From an optimization exercise on the open Yosys and OpenROAD flow, aimed at small area, a short achievable clock period and few clock cycles per item; shortcuts taken in it are not production practice.
Power and IR drop assume default switching activity.

old:
==> module execute_divide, before the edit <==
module execute_divide(input wire              clk,
                      input wire              reset,
                      input wire              enable,
                      input wire 	      unsigned_div,
                      output wire             done,
                      input wire [32-1:0] in_a,
                      input wire [32-1:0] in_b,
                      output reg [32-1:0] out,
                      output reg              ov
                      );
   reg                                         st_idle;
   reg                                         st_neg;
   reg                                         st_prep;
   reg                                         st_iter;
   reg                                         st_done;
   reg [32:0]                                  R;      
   reg [31:0]                                  D;      
   reg [4:0]                                   lza;    
   reg [4:0]                                   lzb;    
   reg [4:0]                                   count;  
   reg                                         b_neg;  
   reg                                         negate;  
   reg                                         inv_q;   
   function [4:0] lzc(input [31:0] x);
      reg [31:0] y;
      reg [3:0]  q;
      reg [7:0]  nz;
      reg [15:0] l;
      reg        found;
      integer    g;
      begin
         y = x | 32'h1;
         for (g = 0; g < 8; g = g + 1) begin
            q = y[4*g +: 4];
            nz[g] = |q;
            l[2*g +: 2] = q[3] ? 2'd0 : q[2] ? 2'd1 : q[1] ? 2'd2 : 2'd3;
         end
         lzc = 5'd31;
         found = 0;
         for (g = 7; g >= 0; g = g - 1)
           if (!found && nz[g]) begin
              lzc = {3'd7 - g[2:0], l[2*g +: 2]};
              found = 1;
           end
      end
   endfunction
   function [32:0] add33(input [32:0] x, input [32:0] y, input c);
      reg [33:0] g, p, gn, pn, p0;
      integer    i, lvl, d;
      begin
         g = {x & y, c};
         p0 = {x ^ y, 1'b0};
         p = p0;
         for (lvl = 0; lvl < 6; lvl = lvl + 1) begin
            d = 1 << lvl;
            gn = g; pn = p;
            for (i = 0; i < 34; i = i + 1)
              if (i >= d) begin
                 gn[i] = g[i] | (p[i] & g[i-d]);
                 pn[i] = p[i] & p[i-d];
              end
            g = gn; p = pn;
         end
         add33 = p0[33:1] ^ g[32:0];
      end
   endfunction
   wire        a_neg = !unsigned_div && in_a[31];
   wire        b_negi = !unsigned_div && in_b[31];
   wire        b_zero = (in_b == 32'h0);
   wire        s_ovf = !unsigned_div && (in_a == 32'h80000000) &&
               (in_b == 32'hffffffff);
   wire [31:0] b_form = b_negi ? in_b : ~in_b;
   wire [31:0] t_a = in_a ^ {!unsigned_div && in_a[31], in_a[31:1]};
   wire [31:0] t_b = in_b ^ {!unsigned_div && in_b[31], in_b[31:1]};
   wire [4:0]  lz_a = lzc(t_a);
   wire [4:0]  lz_b = lzc(t_b);
   reg  [31:0] a_clear;    
   integer     k;
   always @(*) begin
      a_clear[31] = !t_a[31];
      for (k = 30; k >= 0; k = k - 1)
        a_clear[k] = a_clear[k+1] && !t_a[k];
   end
   wire        a_short = |(t_b & a_clear) && !a_neg;
   wire [4:0]  lza_in = b_zero ? {3'b0, !unsigned_div && in_a[31],
                                  !unsigned_div && !in_a[31]} : lz_a;
   wire        r_neg = R[32];
   wire [32:0] dsub = {!st_neg, D};
   wire [32:0] sum = add33(R, r_neg ? ~dsub : dsub,
                           st_neg || (r_neg ? b_neg : !b_neg));
   wire        ge = !sum[32];
   wire [4:0]  sg = lzb & ~lza;
   wire [4:0]  sp = lzb ^ ~lza;
   wire [4:0]  sc = {sg[3] | (sp[3] & sg[2]) | (sp[3] & sp[2] & sg[1]) |
                     (sp[3] & sp[2] & sp[1] & sg[0]) | (sp[3] & sp[2] & sp[1] & sp[0]),
                     sg[2] | (sp[2] & sg[1]) | (sp[2] & sp[1] & sg[0]) | (sp[2] & sp[1] & sp[0]),
                     sg[1] | (sp[1] & sg[0]) | (sp[1] & sp[0]),
                     sg[0] | sp[0],
                     1'b1};
   wire [4:0]  shamt = sp ^ sc;
   wire        f = !b_neg;
   wire [31:0] sh0 = shamt[0] ? {D[30:0], f} : D;
   wire [31:0] sh1 = shamt[1] ? {sh0[29:0], {2{f}}} : sh0;
   wire [31:0] sh2 = shamt[2] ? {sh1[27:0], {4{f}}} : sh1;
   wire [31:0] sh3 = shamt[3] ? {sh2[23:0], {8{f}}} : sh2;
   wire [31:0] sh4 = shamt[4] ? {sh3[15:0], {16{f}}} : sh3;
   always @(posedge clk) begin
      st_idle 	<= reset || !enable;
      st_neg 	<= !reset && enable && st_idle && !a_short && a_neg;
      st_prep 	<= !reset && enable && ((st_idle && !a_short && !a_neg) || st_neg);
      st_iter 	<= !reset && enable && ((st_prep && ge) || (st_iter && count != 0));
      st_done 	<= !reset && enable && ((st_idle && a_short) || (st_prep && !ge) ||
                                        (st_iter && count == 0) || st_done);
   end
   always @(posedge clk) begin
      if (st_idle) begin
         R 	<= {1'b0, a_neg ? ~in_a : in_a};
         D 	<= a_neg ? 32'h0 : b_form;
         b_neg 	<= b_negi;
         negate <= a_neg ^ b_negi;
         inv_q 	<= (a_neg ^ b_negi) || s_ovf;
         lza 	<= lza_in;
         lzb 	<= lz_b;
         ov 	<= b_zero || s_ovf;
         out 	<= 32'h0;
      end
      if (st_neg) begin
         R 	<= sum;
         D 	<= b_form;
         lza 	<= lza - 1;
      end
      if (st_prep) begin
         if (negate)
           R 	<= sum;
         D 	<= sh4;
         count 	<= shamt;
         out 	<= {32{inv_q && ge}};
      end
      if (st_iter) begin
         R 	<= sum;
         D 	<= {1'b1, D[31:1]};
         count 	<= count - 1;
         out 	<= {out[30:0], ge ^ inv_q};
      end
   end
   assign done = st_done;
endmodule  
Settings: LEC_CHECK=0, CAP_MARGIN=20, CORE_MARGIN=2, CORE_UTILIZATION=40, SETUP_SLACK_MARGIN=3.5, SLEW_MARGIN=20; clock period 7.0 ns.
run.sh (not shown) runs the stock make flow with config.mk's settings and CLKGATE_MAP_FILE= SYNTH_SCRIPT=/design/flow/synth_recipe.tcl, a recipe that flattens the netlist after the stock synthesis.
old: PASS, flow complete, no timing, DRC or antenna violations
[inputs] new vs old
-- flow/design.v --
<<< old, line 18
   reg [4:0]                                   lza;    
   reg [4:0]                                   lzb;    
   reg [4:0]                                   count;  
   reg                                         b_neg;  
   reg                                         negate;  
>>> new, line 18
   reg [4:0]                                   lza;    
   reg [4:0]                                   lzb;    
   reg                                         b_neg;  
   reg                                         negate;  
<<< old, line 70
   wire        s_ovf = !unsigned_div && (in_a == 32'h80000000) &&
               (in_b == 32'hffffffff);
   wire [31:0] b_form = b_negi ? in_b : ~in_b;
   wire [31:0] t_a = in_a ^ {!unsigned_div && in_a[31], in_a[31:1]};
   wire [31:0] t_b = in_b ^ {!unsigned_div && in_b[31], in_b[31:1]};
>>> new, line 69
   wire        s_ovf = !unsigned_div && (in_a == 32'h80000000) &&
               (in_b == 32'hffffffff);
   wire [31:0] t_a = in_a ^ {!unsigned_div && in_a[31], in_a[31:1]};
   wire [31:0] t_b = in_b ^ {!unsigned_div && in_b[31], in_b[31:1]};
<<< old, line 85
   wire [4:0]  lza_in = b_zero ? {3'b0, !unsigned_div && in_a[31],
                                  !unsigned_div && !in_a[31]} : lz_a;
   wire        r_neg = R[32];
   wire [32:0] dsub = {!st_neg, D};
   wire [32:0] sum = add33(R, r_neg ? ~dsub : dsub,
                           st_neg || (r_neg ? b_neg : !b_neg));
   wire        ge = !sum[32];
   wire [4:0]  sg = lzb & ~lza;
>>> new, line 83
   wire [4:0]  lza_in = b_zero ? {3'b0, !unsigned_div && in_a[31],
                                  !unsigned_div && !in_a[31]} : lz_a;
   wire        sub = R[32] ^ !b_neg;
   wire [32:0] dsub = {b_neg ^ st_neg, D};
   wire [32:0] sum = add33(R, sub ? ~dsub : dsub, sub || st_neg);
   wire        ge = !sum[32];
   wire [4:0]  sg = lzb & ~lza;
<<< old, line 99
                     1'b1};
   wire [4:0]  shamt = sp ^ sc;
   wire        f = !b_neg;
   wire [31:0] sh0 = shamt[0] ? {D[30:0], f} : D;
   wire [31:0] sh1 = shamt[1] ? {sh0[29:0], {2{f}}} : sh0;
>>> new, line 96
                     1'b1};
   wire [4:0]  shamt = sp ^ sc;
   wire        f = 1'b0;
   wire [31:0] sh0 = shamt[0] ? {D[30:0], f} : D;
   wire [31:0] sh1 = shamt[1] ? {sh0[29:0], {2{f}}} : sh0;
<<< old, line 109
      st_neg 	<= !reset && enable && st_idle && !a_short && a_neg;
      st_prep 	<= !reset && enable && ((st_idle && !a_short && !a_neg) || st_neg);
      st_iter 	<= !reset && enable && ((st_prep && ge) || (st_iter && count != 0));
      st_done 	<= !reset && enable && ((st_idle && a_short) || (st_prep && !ge) ||
                                        (st_iter && count == 0) || st_done);
   end
   always @(posedge clk) begin
      if (st_idle) begin
         R 	<= {1'b0, a_neg ? ~in_a : in_a};
         D 	<= a_neg ? 32'h0 : b_form;
         b_neg 	<= b_negi;
         negate <= a_neg ^ b_negi;
         inv_q 	<= (a_neg ^ b_negi) || s_ovf;
         lza 	<= lza_in;
         lzb 	<= lz_b;
         ov 	<= b_zero || s_ovf;
>>> new, line 106
      st_neg 	<= !reset && enable && st_idle && !a_short && a_neg;
      st_prep 	<= !reset && enable && ((st_idle && !a_short && !a_neg) || st_neg);
      st_iter 	<= !reset && enable && ((st_prep && ge) || (st_iter && lza != 0));
      st_done 	<= !reset && enable && ((st_idle && a_short) || (st_prep && !ge) ||
                                        (st_iter && lza == 0) || st_done);
   end
   always @(posedge clk) begin
      lza 	<= st_idle ? lza_in : st_prep ? shamt : lza - 1;
      if (st_idle) begin
         R 	<= {a_neg && !b_negi, a_neg ? ~in_a : in_a};
         D 	<= a_neg ? 32'h0 : in_b;
         b_neg 	<= b_negi;
         negate <= a_neg ^ b_negi;
         inv_q 	<= (a_neg ^ b_negi) || s_ovf;
         lzb 	<= lz_b;
         ov 	<= b_zero || s_ovf;
<<< old, line 127
      if (st_neg) begin
         R 	<= sum;
         D 	<= b_form;
         lza 	<= lza - 1;
      end
      if (st_prep) begin
>>> new, line 124
      if (st_neg) begin
         R 	<= sum;
         D 	<= in_b;
      end
      if (st_prep) begin
<<< old, line 134
           R 	<= sum;
         D 	<= sh4;
         count 	<= shamt;
         out 	<= {32{inv_q && ge}};
      end
      if (st_iter) begin
         R 	<= sum;
         D 	<= {1'b1, D[31:1]};
         count 	<= count - 1;
         out 	<= {out[30:0], ge ^ inv_q};
      end
>>> new, line 130
           R 	<= sum;
         D 	<= sh4;
         out 	<= {32{inv_q && ge}};
      end
      if (st_iter) begin
         R 	<= sum;
         D 	<= {b_neg, D[31:1]};
         out 	<= {out[30:0], ge ^ inv_q};
      end
==> comparison <==
old → new: share of final layout cell area taken by clock buffers and inverters about even, number of global-route vias before repair decreased by about 5% relative to the old numbers, sequential share of power saw a decrease, routed wire length now sits lower, post-synthesis xor/xnor area fraction went down. Post-cts resize count (new over old): decrease, 33. Footprint of the flip-flops and latches for new is lower than for old. Side by side, simple-gate share of the synthesized area turned out lower in new than in old. Sort old and new by setup slack, descending, and old comes first. Utilization delta (old -> new): insignificant. The register-to-register slack reported for new is smaller than that of old by 0.09 ns. Number of detailed-routing iterations run before antenna repair, old and new, lower one = new. Looking at synthesized cell count, new sits 7.2% lower than old does.
No functional check of the RTL was part of any run of this note.

-- static timing again, ports no longer ideal --
No port has a modelled driver above. Below, the same layouts with a new extraction and two added sets of constraints. Step 1 (the two cells are an assumption about what drives the block):
set clk [get_ports {clk}]
set_driving_cell -lib_cell sky130_fd_sc_hd__clkbuf_16 $clk
set_driving_cell -lib_cell sky130_fd_sc_hd__buf_2 [delete_from_list [all_inputs] $clk]
Step 2 also shifts input and output timing later by t, the mid clock arrival at the registers, as if the neighbouring blocks saw the same clock. a / b / c = no drivers / after step 1 / after step 2; a / b = the first two.
run | t (ns) | setup slack, ns | latest minus earliest clock arrival (ns) | pins driven straight from the clock port
old | 0.479 | 3.486 / 3.511 / 3.032 | 0.016 / 0.016 | 1
new | 0.477 | 3.480 / 3.480 / 3.106 | 0.013 / 0.013 | 1
After both steps setup and hold are still met in every run listed. For old, which loses most, drivers alone change the setup slack by +0.025 ns; drivers and shift together by -0.454 ns.
